This is an optimization exercise on Yosys and OpenROAD, whose aim is small area and a short achievable clock period, not a production implementation.
Where RTL was checked, it was by simulation tests only, not by an equivalence proof against the original.

## east
==> flow/design.v (excerpt) <==
module heap
#(
	parameter DATA_WIDTH = 32,
	parameter KEY_WIDTH = 16,
	parameter NLEVELS = 5
	)
(
	input clk,
	input rstn,
	input [DATA_WIDTH-1:0] din,
	input en,
	input init,
	input flush,
	output reg [DATA_WIDTH-1:0] dout,
	output reg valid
    );
localparam W = 31;
reg         op0;         
reg [W-1:0] x0;          
reg         init_r;
reg         live;        
reg [5:0]   fcnt;        
reg         fwait;       
wire fop = (fcnt != 6'd0) & ~fwait;
always @(posedge clk or negedge rstn) begin
	if (!rstn) begin
		op0 <= 1'b0;
		init_r <= 1'b0;
		live <= 1'b0;
		fcnt <= 6'd0;
		fwait <= 1'b0;
	end
	else begin
		op0 <= en | fop;
		init_r <= init;
		if (init)
			live <= 1'b1;
		if (flush) begin
			fcnt <= 6'd63;
			fwait <= 1'b0;
		end
		else if (fcnt != 6'd0) begin
			fwait <= ~fwait;
			if (fop)
				fcnt <= fcnt - 6'd1;
		end
	end
end
always @(posedge clk) begin
	x0[W-1:17] <= din[29:16];
	x0[16:0]   <= fop ? 17'd0 : {din[15], ~din[15], din[14:0]};
end
wire [W*1-1:0]  l0;
wire [W*2-1:0]  l1;
wire [W*4-1:0]  l2;
wire [W*8-1:0]  l3;
wire [W*16-1:0] l4;
wire [W*32-1:0] l5;
  ...
For scale: about 8400 cells after synthesis, about 2400 flip-flops, roughly 70 I/O pins.
==> module heap, before the edit <==
module heap
#(
	parameter DATA_WIDTH = 32,
	parameter KEY_WIDTH = 16,
	parameter NLEVELS = 5
	)
(
	input clk,
	input rstn,
	input [DATA_WIDTH-1:0] din,
	input en,
	input init,
	input flush,
	output reg [DATA_WIDTH-1:0] dout,
	output reg valid
    );
localparam W = 31;
reg         op0;         
reg [W-1:0] x0;          
reg         init_r;
reg         live;        
reg [5:0]   fcnt;        
reg         fwait;       
wire fop = (fcnt != 6'd0) & ~fwait;
always @(posedge clk or negedge rstn) begin
	if (!rstn) begin
		op0 <= 1'b0;
		init_r <= 1'b0;
		live <= 1'b0;
		fcnt <= 6'd0;
		fwait <= 1'b0;
	end
	else begin
		op0 <= en | fop;
		init_r <= init;
		if (init)
			live <= 1'b1;
		if (flush) begin
			fcnt <= 6'd63;
			fwait <= 1'b0;
		end
		else if (fcnt != 6'd0) begin
			fwait <= ~fwait;
			if (fop)
				fcnt <= fcnt - 6'd1;
		end
	end
end
always @(posedge clk) begin
	x0[W-1:17] <= din[29:16];
	x0[16:0]   <= fop ? 17'd0 : {din[15], ~din[15], din[14:0]};
end
wire [W*1-1:0]  l0;
wire [W*2-1:0]  l1;
wire [W*4-1:0]  l2;
wire [W*8-1:0]  l3;
wire [W*16-1:0] l4;
wire [W*32-1:0] l5;
wire         we0, we1, we2;
wire [W-1:0] wd0, wd1, wd2;
reg          a1, a2, a3, a4, a5;
reg  [0:0]   p1;
reg  [1:0]   p2;
reg  [2:0]   p3;
reg  [3:0]   p4;
reg  [4:0]   p5;
reg  [W-1:0] x1, x2, x3, x4, x5;
reg          pv3, pv4;
reg  [2:0]   pa3;
reg  [3:0]   pa4;
reg  [W-1:0] pd3, pd4;
data_store #(.K(0)) U_L0 (.clk(clk), .clr(init_r), .we(we0), .wa(1'b0), .wd(wd0), .q(l0));
data_store #(.K(1)) U_L1 (.clk(clk), .clr(init_r), .we(we1), .wa(p1),   .wd(wd1), .q(l1));
data_store #(.K(2)) U_L2 (.clk(clk), .clr(init_r), .we(we2), .wa(p2),   .wd(wd2), .q(l2));
data_store #(.K(3)) U_L3 (.clk(clk), .clr(init_r), .we(pv3), .wa(pa3),  .wd(pd3), .q(l3));
data_store #(.K(4)) U_L4 (.clk(clk), .clr(init_r), .we(pv4), .wa(pa4),  .wd(pd4), .q(l4));
data_store #(.K(5)) U_L5 (.clk(clk), .clr(init_r), .we(a5),  .wa(p5),   .wd(x5),  .q(l5));
wire gt_rx;
wire s0, swp0;
sort_node U_CR (.x(x0), .c0(x0), .c1(l0), .s(gt_rx), .swp(), .wd());
sort_node U_N0 (.x(x0), .c0(l1[0 +: W]), .c1(l1[W +: W]), .s(s0), .swp(swp0), .wd(wd0));
wire [W-1:0] out = gt_rx ? l0 : x0;
assign we0 = op0 & gt_rx;
always @(posedge clk) begin
	dout <= {2'b00, out[30:17], out[16], out[14:0]};
end
always @(posedge clk or negedge rstn) begin
	if (!rstn)
		valid <= 1'b0;
	else
		valid <= op0 & live & (out[16] ^ out[15]);
end
wire s1, swp1;
wire [2*W-1:0] pr1 = p1[0] ? l2[2*W +: 2*W] : l2[0 +: 2*W];
sort_node U_N1 (.x(x1), .c0(pr1[0 +: W]), .c1(pr1[W +: W]), .s(s1), .swp(swp1), .wd(wd1));
assign we1 = a1;
wire s2, swp2;
wire [2*W-1:0] q2;
dpram #(.NP(4), .AW(2), .DW(2*W)) U_RD3 (.sel(p2), .din(l3), .dout(q2));
reg  [1:0] hs2;      
wire [W-1:0] c20 = hs2[0] ? pd3 : q2[0 +: W];
wire [W-1:0] c21 = hs2[1] ? pd3 : q2[W +: W];
sort_node U_N2 (.x(x2), .c0(c20), .c1(c21), .s(s2), .swp(swp2), .wd(wd2));
assign we2 = a2;
wire s3, swp3;
wire [W-1:0] wd3;
wire [2*W-1:0] q3;
dpram #(.NP(8), .AW(3), .DW(2*W)) U_RD4 (.sel(p3), .din(l4), .dout(q3));
reg  [1:0] hs3;      
wire [W-1:0] c30 = hs3[0] ? pd4 : q3[0 +: W];
wire [W-1:0] c31 = hs3[1] ? pd4 : q3[W +: W];
sort_node U_N3 (.x(x3), .c0(c30), .c1(c31), .s(s3), .swp(swp3), .wd(wd3));
reg  [4*W-1:0] pf4;
wire [4*W-1:0] rd5;
dpram #(.NP(8), .AW(3), .DW(4*W)) U_RD5 (.sel(p3), .din(l5), .dout(rd5));
wire h5 = a5 & (p5[4:2] == p3);
wire [4*W-1:0] rd5f;
genvar j;
generate for (j = 0; j < 4; j = j + 1) begin: g_f5
	assign rd5f[j*W +: W] = (h5 & (p5[1:0] == j)) ? x5 : rd5[j*W +: W];
end
endgenerate
wire s4, swp4;
wire [W-1:0] wd4;
wire [2*W-1:0] q4 = p4[0] ? pf4[2*W +: 2*W] : pf4[0 +: 2*W];
sort_node U_N4 (.x(x4), .c0(q4[0 +: W]), .c1(q4[W +: W]), .s(s4), .swp(swp4), .wd(wd4));
always @(posedge clk or negedge rstn) begin
	if (!rstn) begin
		a1 <= 1'b0;
		a2 <= 1'b0;
		a3 <= 1'b0;
		a4 <= 1'b0;
		a5 <= 1'b0;
		pv3 <= 1'b0;
		pv4 <= 1'b0;
	end
	else begin
		a1 <= op0 & gt_rx & swp0;
		a2 <= a1 & swp1;
		a3 <= a2 & swp2;
		a4 <= a3 & swp3;
		a5 <= a4 & swp4;
		pv3 <= a3;
		pv4 <= a4;
	end
end
always @(posedge clk) begin
	x1 <= x0;
	x2 <= x1;
	x3 <= x2;
	x4 <= x3;
	x5 <= x4;
	p1 <= s0;
	p2 <= {p1, s1};
	p3 <= {p2, s2};
	p4 <= {p3, s3};
	p5 <= {p4, s4};
	pa3 <= p3;
	pa4 <= p4;
	pd3 <= wd3;
	pd4 <= wd4;
	hs2[0] <= a3 & (p3[2] == p1[0]) & (p3[1] == s1) & ~p3[0];
	hs2[1] <= a3 & (p3[2] == p1[0]) & (p3[1] == s1) &  p3[0];
	hs3[0] <= a4 & (p4[3:2] == p2) & (p4[1] == s2) & ~p4[0];
	hs3[1] <= a4 & (p4[3:2] == p2) & (p4[1] == s2) &  p4[0];
	pf4 <= rd5f;
end
endmodule
clock: 8.0 ns
lec_check: 0
abc_area: 1
cap_margin: 20
core_margin: 2
core_utilization: 60
setup_slack_margin: 5
slew_margin: 20
run.sh (not shown) runs the stock make flow with config.mk's settings and CLKGATE_MAP_FILE= SYNTH_SCRIPT=/design/flow/synth_recipe.tcl, a recipe that flattens the netlist after the stock synthesis.
east reached the final stage; the timing, DRC and antenna checks on its layout passed.
For south, these inputs were changed with respect to east:
--- a/flow/design.v
+++ b/flow/design.v
@@ -134,7 +134,7 @@
 wire [W*16-1:0] l4;
 wire [W*32-1:0] l5;
 wire         we0, we1, we2;
-wire [W-1:0] wd0, wd1, wd2;
+wire [W-1:0] wd0, wd1, wd2, wd3, wd4;
 reg          a1, a2, a3, a4, a5;
 reg  [0:0]   p1;
 reg  [1:0]   p2;
@@ -142,15 +142,11 @@
 reg  [3:0]   p4;
 reg  [4:0]   p5;
 reg  [W-1:0] x1, x2, x3, x4, x5;
-reg          pv3, pv4;
-reg  [2:0]   pa3;
-reg  [3:0]   pa4;
-reg  [W-1:0] pd3, pd4;
 data_store #(.K(0)) U_L0 (.clk(clk), .clr(init_r), .we(we0), .wa(1'b0), .wd(wd0), .q(l0));
 data_store #(.K(1)) U_L1 (.clk(clk), .clr(init_r), .we(we1), .wa(p1),   .wd(wd1), .q(l1));
 data_store #(.K(2)) U_L2 (.clk(clk), .clr(init_r), .we(we2), .wa(p2),   .wd(wd2), .q(l2));
-data_store #(.K(3)) U_L3 (.clk(clk), .clr(init_r), .we(pv3), .wa(pa3),  .wd(pd3), .q(l3));
-data_store #(.K(4)) U_L4 (.clk(clk), .clr(init_r), .we(pv4), .wa(pa4),  .wd(pd4), .q(l4));
+data_store #(.K(3)) U_L3 (.clk(clk), .clr(init_r), .we(a3),  .wa(p3),   .wd(wd3), .q(l3));
+data_store #(.K(4)) U_L4 (.clk(clk), .clr(init_r), .we(a4),  .wa(p4),   .wd(wd4), .q(l4));
 data_store #(.K(5)) U_L5 (.clk(clk), .clr(init_r), .we(a5),  .wa(p5),   .wd(x5),  .q(l5));
 wire gt_rx;
 wire s0, swp0;
@@ -174,32 +170,19 @@
 wire s2, swp2;
 wire [2*W-1:0] q2;
 dpram #(.NP(4), .AW(2), .DW(2*W)) U_RD3 (.sel(p2), .din(l3), .dout(q2));
-reg  [1:0] hs2;      
-wire [W-1:0] c20 = hs2[0] ? pd3 : q2[0 +: W];
-wire [W-1:0] c21 = hs2[1] ? pd3 : q2[W +: W];
+wire [W-1:0] c20 = q2[0 +: W];
+wire [W-1:0] c21 = q2[W +: W];
 sort_node U_N2 (.x(x2), .c0(c20), .c1(c21), .s(s2), .swp(swp2), .wd(wd2));
 assign we2 = a2;
 wire s3, swp3;
-wire [W-1:0] wd3;
 wire [2*W-1:0] q3;
 dpram #(.NP(8), .AW(3), .DW(2*W)) U_RD4 (.sel(p3), .din(l4), .dout(q3));
-reg  [1:0] hs3;      
-wire [W-1:0] c30 = hs3[0] ? pd4 : q3[0 +: W];
-wire [W-1:0] c31 = hs3[1] ? pd4 : q3[W +: W];
+wire [W-1:0] c30 = q3[0 +: W];
+wire [W-1:0] c31 = q3[W +: W];
 sort_node U_N3 (.x(x3), .c0(c30), .c1(c31), .s(s3), .swp(swp3), .wd(wd3));
-reg  [4*W-1:0] pf4;
-wire [4*W-1:0] rd5;
-dpram #(.NP(8), .AW(3), .DW(4*W)) U_RD5 (.sel(p3), .din(l5), .dout(rd5));
-wire h5 = a5 & (p5[4:2] == p3);
-wire [4*W-1:0] rd5f;
-genvar j;
-generate for (j = 0; j < 4; j = j + 1) begin: g_f5
-	assign rd5f[j*W +: W] = (h5 & (p5[1:0] == j)) ? x5 : rd5[j*W +: W];
-end
-endgenerate
 wire s4, swp4;
-wire [W-1:0] wd4;
-wire [2*W-1:0] q4 = p4[0] ? pf4[2*W +: 2*W] : pf4[0 +: 2*W];
+wire [2*W-1:0] q4;
+dpram #(.NP(16), .AW(4), .DW(2*W)) U_RD5 (.sel(p4), .din(l5), .dout(q4));
 sort_node U_N4 (.x(x4), .c0(q4[0 +: W]), .c1(q4[W +: W]), .s(s4), .swp(swp4), .wd(wd4));
 always @(posedge clk or negedge rstn) begin
 	if (!rstn) begin
@@ -208,8 +191,6 @@
 		a3 <= 1'b0;
 		a4 <= 1'b0;
 		a5 <= 1'b0;
-		pv3 <= 1'b0;
-		pv4 <= 1'b0;
 	end
 	else begin
 		a1 <= op0 & gt_rx & swp0;
@@ -217,8 +198,6 @@
 		a3 <= a2 & swp2;
 		a4 <= a3 & swp3;
 		a5 <= a4 & swp4;
-		pv3 <= a3;
-		pv4 <= a4;
 	end
 end
 always @(posedge clk) begin
@@ -232,14 +211,5 @@
 	p3 <= {p2, s2};
 	p4 <= {p3, s3};
 	p5 <= {p4, s4};
-	pa3 <= p3;
-	pa4 <= p4;
-	pd3 <= wd3;
-	pd4 <= wd4;
-	hs2[0] <= a3 & (p3[2] == p1[0]) & (p3[1] == s1) & ~p3[0];
-	hs2[1] <= a3 & (p3[2] == p1[0]) & (p3[1] == s1) &  p3[0];
-	hs3[0] <= a4 & (p4[3:2] == p2) & (p4[1] == s2) & ~p4[0];
-	hs3[1] <= a4 & (p4[3:2] == p2) & (p4[1] == s2) &  p4[0];
-	pf4 <= rd5f;
-end
-endmodule
+end
+endmodule
## What came out
- From east to south the numbers moved as follows: routed via count divided by cell count essentially unchanged, synthesized cell count lost 580, flip-flop and latch count after synthesis decreased by 8.0% relative to the old numbers, routed wire length -1.9%.
- Fraction of met1 tracks used by global routing (lower): east
- Of east and south, east shows the lower post-route fraction of the period consumed by the critical path, with south above it.
- Comparing east and south, the lower floorplan die width is on south.
- Global-route total usage across every layer sits higher in south than in east.
- Compared with east, in south placed instance area now sits lower, fraction of final layout cells sized beyond drive strength 1 now sits higher, die area now sits lower, number of flip-flops and latches now sits lower.
- Cmp south vs east: normalized max-slew margin lower in south
For east, only the layout was checked, not whether the RTL still works.

* * *

== lane 1 ==
Another version of the RTL of heap (not shown whole).
For scale: about 9,300 cells after synthesis, ~2,600 flip-flops, roughly 100,000 µm² of cells after synthesis.
## heap
module heap
#(
	parameter DATA_WIDTH = 32,
	parameter KEY_WIDTH = 16,
	parameter NLEVELS = 5
	)
(
	input clk,
	input rstn,
	input [DATA_WIDTH-1:0] din,
	input en,
	input init,
	input flush,
	output reg [DATA_WIDTH-1:0] dout,
	output reg valid
    );
localparam W = 31;
reg         op0;         
reg [W-1:0] x0;          
reg         init_r;
reg         live;        
reg [5:0]   fcnt;        
reg         fwait;       
wire fop = (fcnt != 6'd0) & ~fwait;
always @(posedge clk or negedge rstn) begin
	if (!rstn) begin
		op0 <= 1'b0;
		init_r <= 1'b0;
		live <= 1'b0;
		fcnt <= 6'd0;
		fwait <= 1'b0;
	end
	else begin
		op0 <= en | fop;
		init_r <= init;
		if (init)
			live <= 1'b1;
		if (flush) begin
			fcnt <= 6'd63;
			fwait <= 1'b0;
		end
		else if (fcnt != 6'd0) begin
			fwait <= ~fwait;
			if (fop)
				fcnt <= fcnt - 6'd1;
		end
	end
end
always @(posedge clk) begin
	x0[W-1:17] <= din[29:16];
	x0[16:0]   <= fop ? 17'd0 : {din[15], ~din[15], din[14:0]};
end
wire [W*1-1:0]  l0;
wire [W*2-1:0]  l1;
wire [W*4-1:0]  l2;
wire [W*8-1:0]  l3;
wire [W*16-1:0] l4;
wire [W*32-1:0] l5;
wire         we0, we1, we2;
wire [W-1:0] wd0, wd1, wd2;
reg          a1, a2, a3, a4, a5;
reg  [0:0]   p1;
reg  [1:0]   p2;
reg  [2:0]   p3;
reg  [3:0]   p4;
reg  [4:0]   p5;
reg  [W-1:0] x1, x2, x3, x4, x5;
reg          pv3, pv4;
reg  [2:0]   pa3;
reg  [3:0]   pa4;
reg  [W-1:0] pd3, pd4;
data_store #(.K(0)) U_L0 (.clk(clk), .clr(init_r), .we(we0), .wa(1'b0), .wd(wd0), .q(l0));
data_store #(.K(1)) U_L1 (.clk(clk), .clr(init_r), .we(we1), .wa(p1),   .wd(wd1), .q(l1));
data_store #(.K(2)) U_L2 (.clk(clk), .clr(init_r), .we(we2), .wa(p2),   .wd(wd2), .q(l2));
data_store #(.K(3)) U_L3 (.clk(clk), .clr(init_r), .we(pv3), .wa(pa3),  .wd(pd3), .q(l3));
data_store #(.K(4)) U_L4 (.clk(clk), .clr(init_r), .we(pv4), .wa(pa4),  .wd(pd4), .q(l4));
data_store #(.K(5)) U_L5 (.clk(clk), .clr(init_r), .we(a5),  .wa(p5),   .wd(x5),  .q(l5));
wire gt_rx;
wire s0, swp0;
sort_node U_CR (.x(x0), .c0(x0), .c1(l0), .s(gt_rx), .swp(), .wd());
sort_node U_N0 (.x(x0), .c0(l1[0 +: W]), .c1(l1[W +: W]), .s(s0), .swp(swp0), .wd(wd0));
wire [W-1:0] out = gt_rx ? l0 : x0;
assign we0 = op0 & gt_rx;
always @(posedge clk) begin
	dout <= {2'b00, out[30:17], out[16], out[14:0]};
end
always @(posedge clk or negedge rstn) begin
	if (!rstn)
		valid <= 1'b0;
	else
  ...
==> module heap, before the edit <==
module heap
#(
	parameter DATA_WIDTH = 32,
	parameter KEY_WIDTH = 16,
	parameter NLEVELS = 5
	)
(
	input clk,
	input rstn,
	input [DATA_WIDTH-1:0] din,
	input en,
	input init,
	input flush,
	output reg [DATA_WIDTH-1:0] dout,
	output reg valid
    );
localparam W = 31;
reg         op0;         
reg [W-1:0] x0;          
reg         init_r;
reg         live;        
reg [5:0]   fcnt;        
reg         fwait;       
wire fop = (fcnt != 6'd0) & ~fwait;
always @(posedge clk or negedge rstn) begin
	if (!rstn) begin
		op0 <= 1'b0;
		init_r <= 1'b0;
		live <= 1'b0;
		fcnt <= 6'd0;
		fwait <= 1'b0;
	end
	else begin
		op0 <= en | fop;
		init_r <= init;
		if (init)
			live <= 1'b1;
		if (flush) begin
			fcnt <= 6'd63;
			fwait <= 1'b0;
		end
		else if (fcnt != 6'd0) begin
			fwait <= ~fwait;
			if (fop)
				fcnt <= fcnt - 6'd1;
		end
	end
end
always @(posedge clk) begin
	x0[W-1:17] <= din[29:16];
	x0[16:0]   <= fop ? 17'd0 : {din[15], ~din[15], din[14:0]};
end
wire [W*1-1:0]  l0;
wire [W*2-1:0]  l1;
wire [W*4-1:0]  l2;
wire [W*8-1:0]  l3;
wire [W*16-1:0] l4;
wire [W*32-1:0] l5;
wire         we0, we1, we2;
wire [W-1:0] wd0, wd1, wd2;
reg          a1, a2, a3, a4, a5;
reg  [0:0]   p1;
reg  [1:0]   p2;
reg  [2:0]   p3;
reg  [3:0]   p4;
reg  [4:0]   p5;
reg  [W-1:0] x1, x2, x3, x4, x5;
reg          pv3, pv4;
reg  [2:0]   pa3;
reg  [3:0]   pa4;
reg  [W-1:0] pd3, pd4;
data_store #(.K(0)) U_L0 (.clk(clk), .clr(init_r), .we(we0), .wa(1'b0), .wd(wd0), .q(l0));
data_store #(.K(1)) U_L1 (.clk(clk), .clr(init_r), .we(we1), .wa(p1),   .wd(wd1), .q(l1));
data_store #(.K(2)) U_L2 (.clk(clk), .clr(init_r), .we(we2), .wa(p2),   .wd(wd2), .q(l2));
data_store #(.K(3)) U_L3 (.clk(clk), .clr(init_r), .we(pv3), .wa(pa3),  .wd(pd3), .q(l3));
data_store #(.K(4)) U_L4 (.clk(clk), .clr(init_r), .we(pv4), .wa(pa4),  .wd(pd4), .q(l4));
data_store #(.K(5)) U_L5 (.clk(clk), .clr(init_r), .we(a5),  .wa(p5),   .wd(x5),  .q(l5));
wire gt_rx;
wire s0, swp0;
sort_node U_CR (.x(x0), .c0(x0), .c1(l0), .s(gt_rx), .swp(), .wd());
sort_node U_N0 (.x(x0), .c0(l1[0 +: W]), .c1(l1[W +: W]), .s(s0), .swp(swp0), .wd(wd0));
wire [W-1:0] out = gt_rx ? l0 : x0;
assign we0 = op0 & gt_rx;
always @(posedge clk) begin
	dout <= {2'b00, out[30:17], out[16], out[14:0]};
end
always @(posedge clk or negedge rstn) begin
	if (!rstn)
		valid <= 1'b0;
	else
		valid <= op0 & live & (out[16] ^ out[15]);
end
wire s1, swp1;
wire [2*W-1:0] pr1 = p1[0] ? l2[2*W +: 2*W] : l2[0 +: 2*W];
sort_node U_N1 (.x(x1), .c0(pr1[0 +: W]), .c1(pr1[W +: W]), .s(s1), .swp(swp1), .wd(wd1));
assign we1 = a1;
reg  [4*W-1:0] pf2;
wire [4*W-1:0] rd3r = p1[0] ? l3[4*W +: 4*W] : l3[0 +: 4*W];
wire [4*W-1:0] rd3;
wire h3p = pv3 & (pa3[2] == p1[0]);
genvar j;
generate for (j = 0; j < 4; j = j + 1) begin: g_f3
	assign rd3[j*W +: W] = (h3p & (pa3[1:0] == j)) ? pd3 : rd3r[j*W +: W];
end
endgenerate
wire s2, swp2;
wire [2*W-1:0] q2 = p2[0] ? pf2[2*W +: 2*W] : pf2[0 +: 2*W];
reg  [1:0] hs2;      
wire [W-1:0] c20 = hs2[0] ? pd3 : q2[0 +: W];
wire [W-1:0] c21 = hs2[1] ? pd3 : q2[W +: W];
sort_node U_N2 (.x(x2), .c0(c20), .c1(c21), .s(s2), .swp(swp2), .wd(wd2));
assign we2 = a2;
reg  [4*W-1:0] pf3;
wire [4*W-1:0] rd4r, rd4;
dpram #(.NP(4), .AW(2), .DW(4*W)) U_RD4 (.sel(p2), .din(l4), .dout(rd4r));
wire h4p = pv4 & (pa4[3:2] == p2);
generate for (j = 0; j < 4; j = j + 1) begin: g_f4
	assign rd4[j*W +: W] = (h4p & (pa4[1:0] == j)) ? pd4 : rd4r[j*W +: W];
end
endgenerate
wire s3, swp3;
wire [W-1:0] wd3;
wire [2*W-1:0] q3 = p3[0] ? pf3[2*W +: 2*W] : pf3[0 +: 2*W];
reg  [1:0] hs3;      
wire [W-1:0] c30 = hs3[0] ? pd4 : q3[0 +: W];
wire [W-1:0] c31 = hs3[1] ? pd4 : q3[W +: W];
sort_node U_N3 (.x(x3), .c0(c30), .c1(c31), .s(s3), .swp(swp3), .wd(wd3));
reg  [4*W-1:0] pf4;
wire [4*W-1:0] rd5;
dpram #(.NP(8), .AW(3), .DW(4*W)) U_RD5 (.sel(p3), .din(l5), .dout(rd5));
wire h5 = a5 & (p5[4:2] == p3);
wire [4*W-1:0] rd5f;
generate for (j = 0; j < 4; j = j + 1) begin: g_f5
	assign rd5f[j*W +: W] = (h5 & (p5[1:0] == j)) ? x5 : rd5[j*W +: W];
end
endgenerate
wire s4, swp4;
wire [W-1:0] wd4;
wire [2*W-1:0] q4 = p4[0] ? pf4[2*W +: 2*W] : pf4[0 +: 2*W];
sort_node U_N4 (.x(x4), .c0(q4[0 +: W]), .c1(q4[W +: W]), .s(s4), .swp(swp4), .wd(wd4));
always @(posedge clk or negedge rstn) begin
	if (!rstn) begin
		a1 <= 1'b0;
		a2 <= 1'b0;
		a3 <= 1'b0;
		a4 <= 1'b0;
		a5 <= 1'b0;
		pv3 <= 1'b0;
		pv4 <= 1'b0;
	end
	else begin
		a1 <= op0 & gt_rx & swp0;
		a2 <= a1 & swp1;
		a3 <= a2 & swp2;
		a4 <= a3 & swp3;
		a5 <= a4 & swp4;
		pv3 <= a3;
		pv4 <= a4;
	end
end
always @(posedge clk) begin
	x1 <= x0;
	x2 <= x1;
	x3 <= x2;
	x4 <= x3;
	x5 <= x4;
	p1 <= s0;
	p2 <= {p1, s1};
	p3 <= {p2, s2};
	p4 <= {p3, s3};
	p5 <= {p4, s4};
	pa3 <= p3;
	pa4 <= p4;
	pd3 <= wd3;
	pd4 <= wd4;
	pf2 <= rd3;
	hs2[0] <= a3 & (p3[2] == p1[0]) & (p3[1] == s1) & ~p3[0];
	hs2[1] <= a3 & (p3[2] == p1[0]) & (p3[1] == s1) &  p3[0];
	hs3[0] <= a4 & (p4[3:2] == p2) & (p4[1] == s2) & ~p4[0];
	hs3[1] <= a4 & (p4[3:2] == p2) & (p4[1] == s2) &  p4[0];
	pf3 <= rd4;
	pf4 <= rd5f;
end
endmodule
Settings: LEC_CHECK=0, ABC_AREA=1, CAP_MARGIN=20, CORE_MARGIN=2, CORE_UTILIZATION=60, SETUP_SLACK_MARGIN=4.5, SLEW_MARGIN=20; clock period 8.0 ns.
## Diff of input files: lane 2 against lane 1
diff --git a/flow/design.v b/flow/design.v
--- a/flow/design.v
+++ b/flow/design.v
@@ -172,15 +172,7 @@
 sort_node U_N1 (.x(x1), .c0(pr1[0 +: W]), .c1(pr1[W +: W]), .s(s1), .swp(swp1), .wd(wd1));
 assign we1 = a1;
-reg  [4*W-1:0] pf2;
-wire [4*W-1:0] rd3r = p1[0] ? l3[4*W +: 4*W] : l3[0 +: 4*W];
-wire [4*W-1:0] rd3;
-wire h3p = pv3 & (pa3[2] == p1[0]);
-genvar j;
-generate for (j = 0; j < 4; j = j + 1) begin: g_f3
-	assign rd3[j*W +: W] = (h3p & (pa3[1:0] == j)) ? pd3 : rd3r[j*W +: W];
-end
-endgenerate
 wire s2, swp2;
-wire [2*W-1:0] q2 = p2[0] ? pf2[2*W +: 2*W] : pf2[0 +: 2*W];
+wire [2*W-1:0] q2;
+dpram #(.NP(4), .AW(2), .DW(2*W)) U_RD3 (.sel(p2), .din(l3), .dout(q2));
 reg  [1:0] hs2;      
 wire [W-1:0] c20 = hs2[0] ? pd3 : q2[0 +: W];
@@ -188,31 +180,16 @@
 sort_node U_N2 (.x(x2), .c0(c20), .c1(c21), .s(s2), .swp(swp2), .wd(wd2));
 assign we2 = a2;
-reg  [4*W-1:0] pf3;
-wire [4*W-1:0] rd4r, rd4;
-dpram #(.NP(4), .AW(2), .DW(4*W)) U_RD4 (.sel(p2), .din(l4), .dout(rd4r));
-wire h4p = pv4 & (pa4[3:2] == p2);
-generate for (j = 0; j < 4; j = j + 1) begin: g_f4
-	assign rd4[j*W +: W] = (h4p & (pa4[1:0] == j)) ? pd4 : rd4r[j*W +: W];
-end
-endgenerate
 wire s3, swp3;
 wire [W-1:0] wd3;
-wire [2*W-1:0] q3 = p3[0] ? pf3[2*W +: 2*W] : pf3[0 +: 2*W];
+wire [2*W-1:0] q3;
+dpram #(.NP(8), .AW(3), .DW(2*W)) U_RD4 (.sel(p3), .din(l4), .dout(q3));
 reg  [1:0] hs3;      
 wire [W-1:0] c30 = hs3[0] ? pd4 : q3[0 +: W];
 wire [W-1:0] c31 = hs3[1] ? pd4 : q3[W +: W];
 sort_node U_N3 (.x(x3), .c0(c30), .c1(c31), .s(s3), .swp(swp3), .wd(wd3));
-reg  [4*W-1:0] pf4;
-wire [4*W-1:0] rd5;
-dpram #(.NP(8), .AW(3), .DW(4*W)) U_RD5 (.sel(p3), .din(l5), .dout(rd5));
-wire h5 = a5 & (p5[4:2] == p3);
-wire [4*W-1:0] rd5f;
-generate for (j = 0; j < 4; j = j + 1) begin: g_f5
-	assign rd5f[j*W +: W] = (h5 & (p5[1:0] == j)) ? x5 : rd5[j*W +: W];
-end
-endgenerate
 wire s4, swp4;
 wire [W-1:0] wd4;
-wire [2*W-1:0] q4 = p4[0] ? pf4[2*W +: 2*W] : pf4[0 +: 2*W];
+wire [2*W-1:0] q4;
+dpram #(.NP(16), .AW(4), .DW(2*W)) U_RD5 (.sel(p4), .din(l5), .dout(q4));
 sort_node U_N4 (.x(x4), .c0(q4[0 +: W]), .c1(q4[W +: W]), .s(s4), .swp(swp4), .wd(wd4));
 always @(posedge clk or negedge rstn) begin
@@ -251,11 +228,8 @@
 	pd3 <= wd3;
 	pd4 <= wd4;
-	pf2 <= rd3;
 	hs2[0] <= a3 & (p3[2] == p1[0]) & (p3[1] == s1) & ~p3[0];
 	hs2[1] <= a3 & (p3[2] == p1[0]) & (p3[1] == s1) &  p3[0];
 	hs3[0] <= a4 & (p4[3:2] == p2) & (p4[1] == s2) & ~p4[0];
 	hs3[1] <= a4 & (p4[3:2] == p2) & (p4[1] == s2) &  p4[0];
-	pf3 <= rd4;
-	pf4 <= rd5f;
-end
-endmodule
+end
+endmodule
### Flow results
- Per the comparison of lane 2 with lane 1, average wire per cell in the routed design decreased 4.2%; hold slack moved up; highest attainable clock frequency shows a reduction of about 1.4%; number of top-level pins neither gained nor lost much.
- Lane 2: initial antenna violation count is 2 lower than what lane 1 reported.
- Note that the sequential cell count recorded for lane 1 amounts to 1.16 times the value seen in lane 2.
- Final critical-path required period in lane 2 is 48 ps higher than in lane 1
No functional check of the RTL was part of lane 2.

==> what the ideal ports hide <==
The results above use ideal ports. As a check the final layouts listed here were re-extracted and re-timed, cells and wires unchanged.
Step 1, drivers: a clkbuf_16 drives clk and a buf_2 each remaining input, both assumed.
Step 2 moves the port delays by t, midway between the first and last clock arrival at a register: inputs arrive t later, outputs are due t later. That takes back most of the time a late clock gives input paths.
Slacks: ideal / step 1 / step 2; pairs: ideal / step 1.
| run | t, ns | setup WS [ns] | worst setup path after step 2 | clock arrival spread, ns |
|---|---|---|---|---|
| east | 0.963 | 4.773 / 4.773 / 4.773 | register to register | 0.059 / 0.058 |
| south | 0.926 | 4.055 / 4.055 / 4.055 | register to register | 0.050 / 0.049 |
| lane 1 | 1.013 | 4.570 / 4.473 / 4.578 | register to register | 0.059 / 0.060 |
| lane 2 | 0.916 | 4.523 / 4.523 / 4.523 | register to register | 0.048 / 0.048 |
After both steps every run listed still meets setup and hold.
